Context: an optimization exercise on an open-source flow, tuned for small area and a short achievable clock period. The choices shown serve that exercise and are no tape-out recipe. Function was checked by simulation only, so behaviour that the tests miss may differ from the original. No activity file was given, so power comes from the tool's default toggle rates.

==> inputs of run a <==
// pim_system_top
module pim_system_top (
    input clk, input rst_n, input req_valid, output req_ready, input [31:0] req_addr,
    output resp_valid, input resp_ready, output [63:0] resp_data,
    output [31:0] act_count, rd_count, pre_count, skip_count, pim_ops_count, pim_cycle_count
);
==> module pim_system_top, before the edit <==
module pim_system_top (
    input clk, input rst_n, input req_valid, output req_ready, input [31:0] req_addr,
    output resp_valid, input resp_ready, output [63:0] resp_data,
    output [31:0] act_count, rd_count, pre_count, skip_count, pim_ops_count, pim_cycle_count
);
    localparam [63:0] MAC_RESULT = 64'd2992;
    reg s_idle, s_d1, s_act, s_rd, s_pim, s_resp, rdy;
    reg pim_start, resp_nz, bump, flag_v;
    reg [11:0] meta_index;
    reg [31:0] act_c, rd_c, pre_c, skip_c;
    reg busy, done; reg [3:0] idx;
    reg [12:0] open_row [0:7]; reg [7:0] row_open;
    reg hit_open, hit_eq;
    localparam LO = 7;
    reg [(1<<(12-LO))-1:0] rom_s;
    reg meta_mem [0:4095];
    integer k;
    initial begin $readmemh("meta.hex", meta_mem); end
    wire [2:0] bank = req_addr[12:10];
    wire [12:0] row = req_addr[25:13];
    wire flag   = flag_v ? rom_s[meta_index[11:LO]] : meta_mem[0];
    wire accept = req_valid & rdy;
    wire take_dense = accept & ~flag;
    wire pim_fin = s_pim & done;
    always @(posedge clk or negedge rst_n) begin
        if (!rst_n) begin
            s_idle <= 1; s_d1 <= 0; s_act <= 0; s_rd <= 0; s_pim <= 0; s_resp <= 0; rdy <= 1;
            pim_start <= 0; resp_nz <= 0; bump <= 0; flag_v <= 0; meta_index <= 0;
            act_c <= 0; rd_c <= 0; pre_c <= 0; skip_c <= 0;
            busy <= 0; done <= 0; idx <= 0; row_open <= 0;
        end else begin
            rdy    <= s_idle & ~accept;
            s_idle <= (s_idle & ~accept) | (s_resp & resp_ready);
            s_resp <= (accept & flag) | pim_fin | (s_resp & ~resp_ready);
            s_d1   <= take_dense;
            s_act  <= s_d1 & hit_open & ~hit_eq;
            s_rd   <= s_act | (s_d1 & ~hit_open);
            s_pim  <= s_rd | (s_d1 & hit_open & hit_eq) | (s_pim & ~done);
            pim_start <= s_pim;
            if (accept & flag) resp_nz <= 0; else if (pim_fin) resp_nz <= 1;
            bump <= (accept & flag) | pim_fin;
            meta_index <= meta_index + bump;
            flag_v <= 1;
            if (accept & flag) skip_c <= skip_c + 1;
            if (s_d1 & hit_open & ~hit_eq) pre_c <= pre_c + 1;
            if (s_act | (s_d1 & ~hit_open)) act_c <= act_c + 1;
            if (s_rd | (s_d1 & hit_open & hit_eq)) rd_c <= rd_c + 1;
            if (take_dense) row_open[bank] <= 1'b1;
            done <= busy & (idx == 4'd15);
            idx  <= idx + busy;
            busy <= busy ? (idx != 4'd15) : pim_start;
        end
    end
    always @(posedge clk) begin
        for (k = 0; k < (1<<(12-LO)); k = k + 1)
            rom_s[k] <= meta_mem[{k[11-LO:0], meta_index[LO-1:0]}];
        hit_open <= row_open[bank];
        hit_eq   <= (open_row[bank] == row);
        if (take_dense) open_row[bank] <= row;
    end
    assign req_ready = rdy;
    assign resp_valid = s_resp;
    assign resp_data = resp_nz ? MAC_RESULT : 64'd0;
    assign act_count = act_c;
    assign pre_count = pre_c;
    assign skip_count = skip_c;
    assign rd_count = rd_c;
    assign pim_ops_count = rd_c;
    assign pim_cycle_count = {rd_c[27:0], 4'd0};
endmodule
Settings: LEC_CHECK=0, CAP_MARGIN=20, CORE_MARGIN=2, CORE_UTILIZATION=35, SETUP_SLACK_MARGIN=5, SLEW_MARGIN=20, SYNTH_MEMORY_MAX_BITS=32768; clock period 8.0 ns.
standard.sh (not shown) runs the stock make flow with config.mk's settings and CLKGATE_MAP_FILE= SYNTH_SCRIPT=/design/flow/synth_recipe.tcl, a recipe that flattens the netlist after the stock synthesis.
==> flow/flow/run.sh <==
#!/bin/bash
# Own layout flow: the standard ORFS flow, with two changes:
#  * synthesis maps logic with an area-oriented ABC script (flow/abc.script),
#    the rest of the synthesis script (registers, flattening, names) unchanged;
#  * ports are buffered with buf_2 instead of ORFS's default choice.
# Each step's full output goes to its own log in this folder.
set -euo pipefail
W=$(pwd)
SD="$W/scripts_abc"
rm -rf "$SD"
cp -r "$FLOW_HOME/scripts" "$SD"
cp "$W/flow/abc.script" "$SD/abc_area.script"
export BUFFER_PORTS_ARGS="-buffer_cell sky130_fd_sc_hd__buf_2"
SCRIPTS_DIR="$SD" ABC_AREA=1 bash standard.sh synth > "$W/log_synth.txt" 2>&1
bash standard.sh finish > "$W/log_layout.txt" 2>&1
==> flow/flow/abc.script <==
strash
dch
map -a
topo
stime -c
buffer -c
upsize -c
dnsize -c
==> run b (differences from run a) <==
--- a/flow/design.v
+++ b/flow/design.v
@@ -7,12 +7,13 @@
     localparam [63:0] MAC_RESULT = 64'd2992;
     reg s_idle, s_d1, s_act, s_rd, s_pim, s_resp, rdy;
-    reg pim_start, resp_nz, bump, flag_v;
+    reg pim_start, resp_nz;
     reg [11:0] meta_index;
     reg [31:0] act_c, rd_c, pre_c, skip_c;
     reg busy, done; reg [3:0] idx;
     reg [12:0] open_row [0:7]; reg [7:0] row_open;
-    reg hit_open, hit_eq;
+    reg hit_open; reg [12:0] row_diff;
     localparam LO = 7;
     reg [(1<<(12-LO))-1:0] rom_s;
+    reg flag_r; reg [1:0] flag_v;
     reg meta_mem [0:4095];
     integer k;
@@ -20,12 +21,14 @@
     wire [2:0] bank = req_addr[12:10];
     wire [12:0] row = req_addr[25:13];
-    wire flag   = flag_v ? rom_s[meta_index[11:LO]] : meta_mem[0];
+    wire flag   = flag_v[1] ? flag_r : meta_mem[0];
     wire accept = req_valid & rdy;
+    wire take_skip  = accept & flag;
     wire take_dense = accept & ~flag;
     wire pim_fin = s_pim & done;
+    wire hit_eq  = ~|row_diff;
     always @(posedge clk or negedge rst_n) begin
         if (!rst_n) begin
             s_idle <= 1; s_d1 <= 0; s_act <= 0; s_rd <= 0; s_pim <= 0; s_resp <= 0; rdy <= 1;
-            pim_start <= 0; resp_nz <= 0; bump <= 0; flag_v <= 0; meta_index <= 0;
+            pim_start <= 0; resp_nz <= 0; flag_v <= 0; meta_index <= 0;
             act_c <= 0; rd_c <= 0; pre_c <= 0; skip_c <= 0;
             busy <= 0; done <= 0; idx <= 0; row_open <= 0;
@@ -33,5 +36,5 @@
             rdy    <= s_idle & ~accept;
             s_idle <= (s_idle & ~accept) | (s_resp & resp_ready);
-            s_resp <= (accept & flag) | pim_fin | (s_resp & ~resp_ready);
+            s_resp <= take_skip | pim_fin | (s_resp & ~resp_ready);
             s_d1   <= take_dense;
             s_act  <= s_d1 & hit_open & ~hit_eq;
@@ -39,9 +42,8 @@
             s_pim  <= s_rd | (s_d1 & hit_open & hit_eq) | (s_pim & ~done);
             pim_start <= s_pim;
-            if (accept & flag) resp_nz <= 0; else if (pim_fin) resp_nz <= 1;
-            bump <= (accept & flag) | pim_fin;
-            meta_index <= meta_index + bump;
-            flag_v <= 1;
-            if (accept & flag) skip_c <= skip_c + 1;
+            if (take_skip) resp_nz <= 0; else if (pim_fin) resp_nz <= 1;
+            if (take_skip | pim_fin) meta_index <= meta_index + 1;
+            flag_v <= {flag_v[0], 1'b1};
+            if (take_skip) skip_c <= skip_c + 1;
             if (s_d1 & hit_open & ~hit_eq) pre_c <= pre_c + 1;
             if (s_act | (s_d1 & ~hit_open)) act_c <= act_c + 1;
@@ -56,6 +58,7 @@
         for (k = 0; k < (1<<(12-LO)); k = k + 1)
             rom_s[k] <= meta_mem[{k[11-LO:0], meta_index[LO-1:0]}];
+        flag_r   <= rom_s[meta_index[11:LO]];
         hit_open <= row_open[bank];
-        hit_eq   <= (open_row[bank] == row);
+        row_diff <= open_row[bank] ^ row;
         if (take_dense) open_row[bank] <= row;
     end
==> flow/flow/run.sh (replaced) <==
#!/bin/bash
# Own layout flow: the standard ORFS flow with these changes:
#  * synthesis maps logic with an area-oriented ABC script (flow/abc.script)
#    and without ORFS's half/full-adder extraction (ADDER_MAP_FILE empty), so
#    ABC sees the whole logic; registers, flattening and names are unchanged;
#  * ports are buffered with buf_2 instead of ORFS's default choice;
#  * constant outputs share tie cells (SKIP_REPAIR_TIE_FANOUT).
# Each step's full output goes to its own log in this folder.
set -euo pipefail
W=$(pwd)
SD="$W/scripts_abc"
rm -rf "$SD"
cp -r "$FLOW_HOME/scripts" "$SD"
cp "$W/flow/abc.script" "$SD/abc_area.script"
export ADDER_MAP_FILE=
export BUFFER_PORTS_ARGS="-buffer_cell sky130_fd_sc_hd__buf_2"
export SKIP_REPAIR_TIE_FANOUT=1
SCRIPTS_DIR="$SD" ABC_AREA=1 bash standard.sh synth > "$W/log_synth.txt" 2>&1
bash standard.sh finish > "$W/log_layout.txt" 2>&1
==> flow/flow/abc.script (replaced) <==
&get -n
&st
&dch
&nf -a -R 1000
&put
CORE_UTILIZATION = 45   (was 35)
CTS_BUF_LIST = sky130_fd_sc_hd__clkbuf_8   (was unset)
CTS_CLUSTER_DIAMETER = 60   (was unset)
CTS_CLUSTER_SIZE = 16   (was unset)
==> run c (differences from run a) <==
==> flow/design.v (replaced) <==
`timescale 1ps/1ps
module pim_system_top (
    input clk, input rst_n, input req_valid, output req_ready, input [31:0] req_addr,
    output resp_valid, input resp_ready, output [63:0] resp_data,
    output [31:0] act_count, rd_count, pre_count, skip_count, pim_ops_count, pim_cycle_count
);
    localparam [63:0] MAC_RESULT = 64'd2992;
    reg s_idle, s_d1, s_act, s_rd, s_pim, s_resp, rdy;
    reg pim_start, resp_nz;
    reg [11:0] meta_index;
    reg [31:0] act_c, rd_c, pre_c, skip_c;
    reg busy, done; reg [3:0] idx;
    reg [12:0] open_row [0:7]; reg [7:0] row_open;
    reg hit_open; reg [12:0] row_diff;
    reg [15:0] rom_s;
    reg [3:0] pd54, pd32;
    reg [1:0] flag_v;
    reg meta_mem [0:4095];
    initial begin $readmemh("meta.hex", meta_mem); end
    wire [4095:0] mbits;
    genvar gi, gk, gh, ga;
    generate
        for (gi = 0; gi < 4096; gi = gi + 1) begin : g_bits
            assign mbits[gi] = meta_mem[gi];
        end
        for (gk = 0; gk < 16; gk = gk + 1) begin : g_k
            wire [3:0] t;
            for (gh = 0; gh < 4; gh = gh + 1) begin : g_h
                wire [3:0] s;
                for (ga = 0; ga < 4; ga = ga + 1) begin : g_a
                    wire [15:0] q = mbits[gk*256 + gh*64 + ga*16 +: 16];
                    wire [3:0] leaf = {q[12 + meta_index[1:0]], q[8 + meta_index[1:0]],
                                       q[4 + meta_index[1:0]], q[meta_index[1:0]]};
                    assign s[ga] = |(pd32 & leaf);
                end
                assign t[gh] = |(pd54 & s);
            end
            always @(posedge clk) rom_s[gk] <= t[meta_index[7:6]];
        end
    endgenerate
    wire [2:0] bank = req_addr[12:10];
    wire [12:0] row = req_addr[25:13];
    wire flag   = flag_v[1] ? rom_s[meta_index[11:8]] : meta_mem[0];
    wire accept = req_valid & rdy;
    wire take_skip  = accept & flag;
    wire take_dense = accept & ~flag;
    wire pim_fin = s_pim & done;
    wire hit_eq  = ~|row_diff;
    always @(posedge clk or negedge rst_n) begin
        if (!rst_n) begin
            s_idle <= 1; s_d1 <= 0; s_act <= 0; s_rd <= 0; s_pim <= 0; s_resp <= 0; rdy <= 1;
            pim_start <= 0; resp_nz <= 0; flag_v <= 0; meta_index <= 0;
            act_c <= 0; rd_c <= 0; pre_c <= 0; skip_c <= 0;
            busy <= 0; done <= 0; idx <= 0; row_open <= 0;
        end else begin
            rdy    <= s_idle & ~accept;
            s_idle <= (s_idle & ~accept) | (s_resp & resp_ready);
            s_resp <= take_skip | pim_fin | (s_resp & ~resp_ready);
            s_d1   <= take_dense;
            s_act  <= s_d1 & hit_open & ~hit_eq;
            s_rd   <= s_act | (s_d1 & ~hit_open);
            s_pim  <= s_rd | (s_d1 & hit_open & hit_eq) | (s_pim & ~done);
            pim_start <= s_pim;
            if (take_skip) resp_nz <= 0; else if (pim_fin) resp_nz <= 1;
            if (take_skip | pim_fin) meta_index <= meta_index + 1;
            flag_v <= {flag_v[0], 1'b1};
            if (take_skip) skip_c <= skip_c + 1;
            if (s_d1 & hit_open & ~hit_eq) pre_c <= pre_c + 1;
            if (s_act | (s_d1 & ~hit_open)) act_c <= act_c + 1;
            if (s_rd | (s_d1 & hit_open & hit_eq)) rd_c <= rd_c + 1;
            if (take_dense) row_open[bank] <= 1'b1;
            done <= busy & (idx == 4'd15);
            idx  <= idx + busy;
            busy <= busy ? (idx != 4'd15) : pim_start;
        end
    end
    always @(posedge clk) begin
        pd54 <= 4'b0001 << meta_index[5:4];
        pd32 <= 4'b0001 << meta_index[3:2];
        hit_open <= row_open[bank];
        row_diff <= open_row[bank] ^ row;
        if (take_dense) open_row[bank] <= row;
    end
    assign req_ready = rdy;
    assign resp_valid = s_resp;
    assign resp_data = resp_nz ? MAC_RESULT : 64'd0;
    assign act_count = act_c;
    assign pre_count = pre_c;
    assign skip_count = skip_c;
    assign rd_count = rd_c;
    assign pim_ops_count = rd_c;
    assign pim_cycle_count = {rd_c[27:0], 4'd0};
endmodule
==> flow/flow/run.sh (replaced) <==
#!/bin/bash
# Own layout flow: the standard ORFS flow with these changes:
#  * synthesis maps logic with an area-oriented ABC script (flow/abc.script)
#    and without ORFS's half/full-adder extraction (ADDER_MAP_FILE empty), so
#    ABC sees the whole logic; registers, flattening and names are unchanged;
#  * ports are buffered with buf_2 instead of ORFS's default choice;
#  * constant outputs share tie cells (SKIP_REPAIR_TIE_FANOUT);
#  * timing repair aims for 5.05 ns of setup slack (SETUP_SLACK_MARGIN).
# Each step's full output goes to its own log in this folder.
set -euo pipefail
W=$(pwd)
SD="$W/scripts_abc"
rm -rf "$SD"
cp -r "$FLOW_HOME/scripts" "$SD"
cp "$W/flow/abc.script" "$SD/abc_area.script"
export ADDER_MAP_FILE=
export BUFFER_PORTS_ARGS="-buffer_cell sky130_fd_sc_hd__buf_2"
export SKIP_REPAIR_TIE_FANOUT=1
export SETUP_SLACK_MARGIN=5.05
SCRIPTS_DIR="$SD" ABC_AREA=1 bash standard.sh synth > "$W/log_synth.txt" 2>&1
bash standard.sh finish > "$W/log_layout.txt" 2>&1
==> flow/flow/abc.script (replaced) <==
&get -n
&st
&dch
&nf -a -R 1000
&put
CORE_UTILIZATION = 45   (was 35)
CTS_BUF_LIST = sky130_fd_sc_hd__clkbuf_8   (was unset)
CTS_CLUSTER_DIAMETER = 60   (was unset)
CTS_CLUSTER_SIZE = 16   (was unset)
SETUP_SLACK_MARGIN = unset   (was 5)
==> run d (differences from run a) <==
==> flow/design.v (replaced) <==
`timescale 1ps/1ps
module pim_system_top (
    input clk, input rst_n, input req_valid, output req_ready, input [31:0] req_addr,
    output resp_valid, input resp_ready, output [63:0] resp_data,
    output [31:0] act_count, rd_count, pre_count, skip_count, pim_ops_count, pim_cycle_count
);
    localparam [63:0] MAC_RESULT = 64'd2992;
    reg s_idle, s_d1, s_act, s_rd, s_pim, s_resp, rdy;
    reg pim_start, resp_nz, bump, flag_v, flag_r;
    reg [11:0] meta_index;
    reg [31:0] act_c, rd_c, pre_c, skip_c;
    reg busy, done; reg [3:0] idx;
    reg [2:0] lat_bank; reg [12:0] lat_row;
    reg [12:0] open_row [0:7]; reg [7:0] row_open;
    reg meta_mem [0:4095];
    initial begin $readmemh("meta.hex", meta_mem); end
    wire flag   = flag_v ? flag_r : meta_mem[0];
    wire accept = req_valid & rdy;
    wire is_open = row_open[lat_bank];
    wire is_eq   = (open_row[lat_bank] == lat_row);
    wire hit     = is_open & is_eq;
    wire pim_fin = s_pim & done;
    always @(posedge clk or negedge rst_n) begin
        if (!rst_n) begin
            s_idle <= 1; s_d1 <= 0; s_act <= 0; s_rd <= 0; s_pim <= 0; s_resp <= 0; rdy <= 1;
            pim_start <= 0; resp_nz <= 0; bump <= 0; flag_v <= 0; meta_index <= 0;
            act_c <= 0; rd_c <= 0; pre_c <= 0; skip_c <= 0;
            busy <= 0; done <= 0; idx <= 0; row_open <= 0;
        end else begin
            rdy    <= s_idle & ~accept;
            s_idle <= (s_idle & ~accept) | (s_resp & resp_ready);
            s_resp <= (accept & flag) | pim_fin | (s_resp & ~resp_ready);
            s_d1   <= accept & ~flag;
            s_act  <= s_d1 & is_open & ~is_eq;
            s_rd   <= s_act | (s_d1 & ~is_open);
            s_pim  <= s_rd | (s_d1 & hit) | (s_pim & ~done);
            pim_start <= s_pim;
            if (accept & flag) resp_nz <= 0; else if (pim_fin) resp_nz <= 1;
            bump <= (accept & flag) | pim_fin;
            meta_index <= meta_index + bump;
            flag_v <= 1;
            if (accept & flag) skip_c <= skip_c + 1;
            if (s_d1 & is_open & ~is_eq) pre_c <= pre_c + 1;
            if (s_act | (s_d1 & ~is_open)) act_c <= act_c + 1;
            if (s_rd | (s_d1 & hit)) rd_c <= rd_c + 1;
            if (s_d1) row_open[lat_bank] <= 1'b1;
            done <= busy & (idx == 4'd15);
            idx  <= idx + busy;
            busy <= busy ? (idx != 4'd15) : pim_start;
        end
    end
    always @(posedge clk) begin
        flag_r <= meta_mem[meta_index];
        lat_bank <= req_addr[12:10];
        lat_row  <= req_addr[25:13];
        if (s_d1) open_row[lat_bank] <= lat_row;
    end
    assign req_ready = rdy;
    assign resp_valid = s_resp;
    assign resp_data = resp_nz ? MAC_RESULT : 64'd0;
    assign act_count = act_c;
    assign pre_count = pre_c;
    assign skip_count = skip_c;
    assign rd_count = rd_c;
    assign pim_ops_count = rd_c;
    assign pim_cycle_count = {rd_c[27:0], 4'd0};
endmodule
==> flow/run.sh (new file) <==
#!/bin/bash
# synth_recipe.tcl (not shown) runs the flow's synth.tcl, then flattens the netlist and writes it again
# the make line also repeats each setting of config.mk as NAME=value (left out here)
make -C /OpenROAD-flow-scripts/flow DESIGN_CONFIG=/design/flow/config.mk WORK_HOME=/design/flow/orfs CLKGATE_MAP_FILE= SYNTH_SCRIPT=/design/flow/synth_recipe.tcl finish
SETUP_SLACK_MARGIN = unset   (was 5)
removed: flow/flow/run.sh
removed: flow/flow/abc.script
removed: flow/standard.sh
==> impl_results.md <==
* Width of the die at 194 um
* Hold Crit Start: flag_v[0]$_DFF_PN0_
* Status: timing/DRC/antenna clean
* Top sig layer: met4
* Yosys cell types at 44
* Adder-cell area share of the yosys netlist at 0%
# the run above: run c

==> impl_results.md <==
* Width of the die at 234 um
* Yosys cell types at 82
* Htree depth at 1
* Max-area cell class: multi-input combinational cells
* Status: timing/DRC/antenna clean
* Post-synth top cells: dfrtp_1 (163), buf_4 (130), nor2_1 (113)
* Hold Crit Start: s_pim$_DFF_PN0_
* Adder-cell area share of the yosys netlist at 3.04%
* First-pass GRT wire length at 107000 um
* Top sig layer: met4
# the run above: run d

==> impl_results.md <==
* Status: timing/DRC/antenna clean
* Yosys cell types at 56
* Hold Crit Start: flag_v[0]$_DFF_PN0_
* Adder-cell area share of the yosys netlist at 0%
* Met1 usage at 41.0%
* Top sig layer: met5
* Layout Nets at 1908
* Total chip power at 5740 uW
* Width of the die at 195 um
* Die area at 0.0382 mm^2
# the run above: run b

==> impl_results.md <==
* Htree depth at 2
* Width of the die at 229 um
* Hold Crit Start: s_pim$_DFF_PN0_
* Post-DP HPWL at 56500 um
* Top sig layer: met5
* Yosys cell types at 66
* Status: timing/DRC/antenna clean
# the run above: run a

-- port drivers added, routing unchanged --
The results above use ideal ports. As a check the final layouts listed here were re-extracted and re-timed, cells and wires unchanged. Step 1: set_driving_cell puts a clkbuf_16 on clk and a buf_2 on each other input, an assumption about the parent block. Step 2 times the ports against the registers' clock, not the clock port: input delays grow and output delays shrink by t, the midpoint of the rising clock arrivals with the driver on. a / b / c = ideal ports / drivers / drivers and shift; a / b = the first two.
run	t, ns	setup slack, ns	hold slack, ns	slew at the worst register clock pin (ns)
run a	0.605	4.924 / 4.924 / 4.542	0.422 / 0.422 / 0.422	0.06 / 0.06
run b	0.627	4.919 / 4.919 / 4.466	0.356 / 0.356 / 0.356	0.10 / 0.10
run c	0.625	5.102 / 5.074 / 4.562	0.351 / 0.351 / 0.351	0.11 / 0.11
run d	0.605	3.320 / 3.320 / 3.320	0.432 / 0.432 / 0.432	0.06 / 0.06
After both steps every run listed still meets setup and hold. For run c, which loses most, drivers alone change the setup slack by -0.028 ns; drivers and shift together by -0.540 ns.
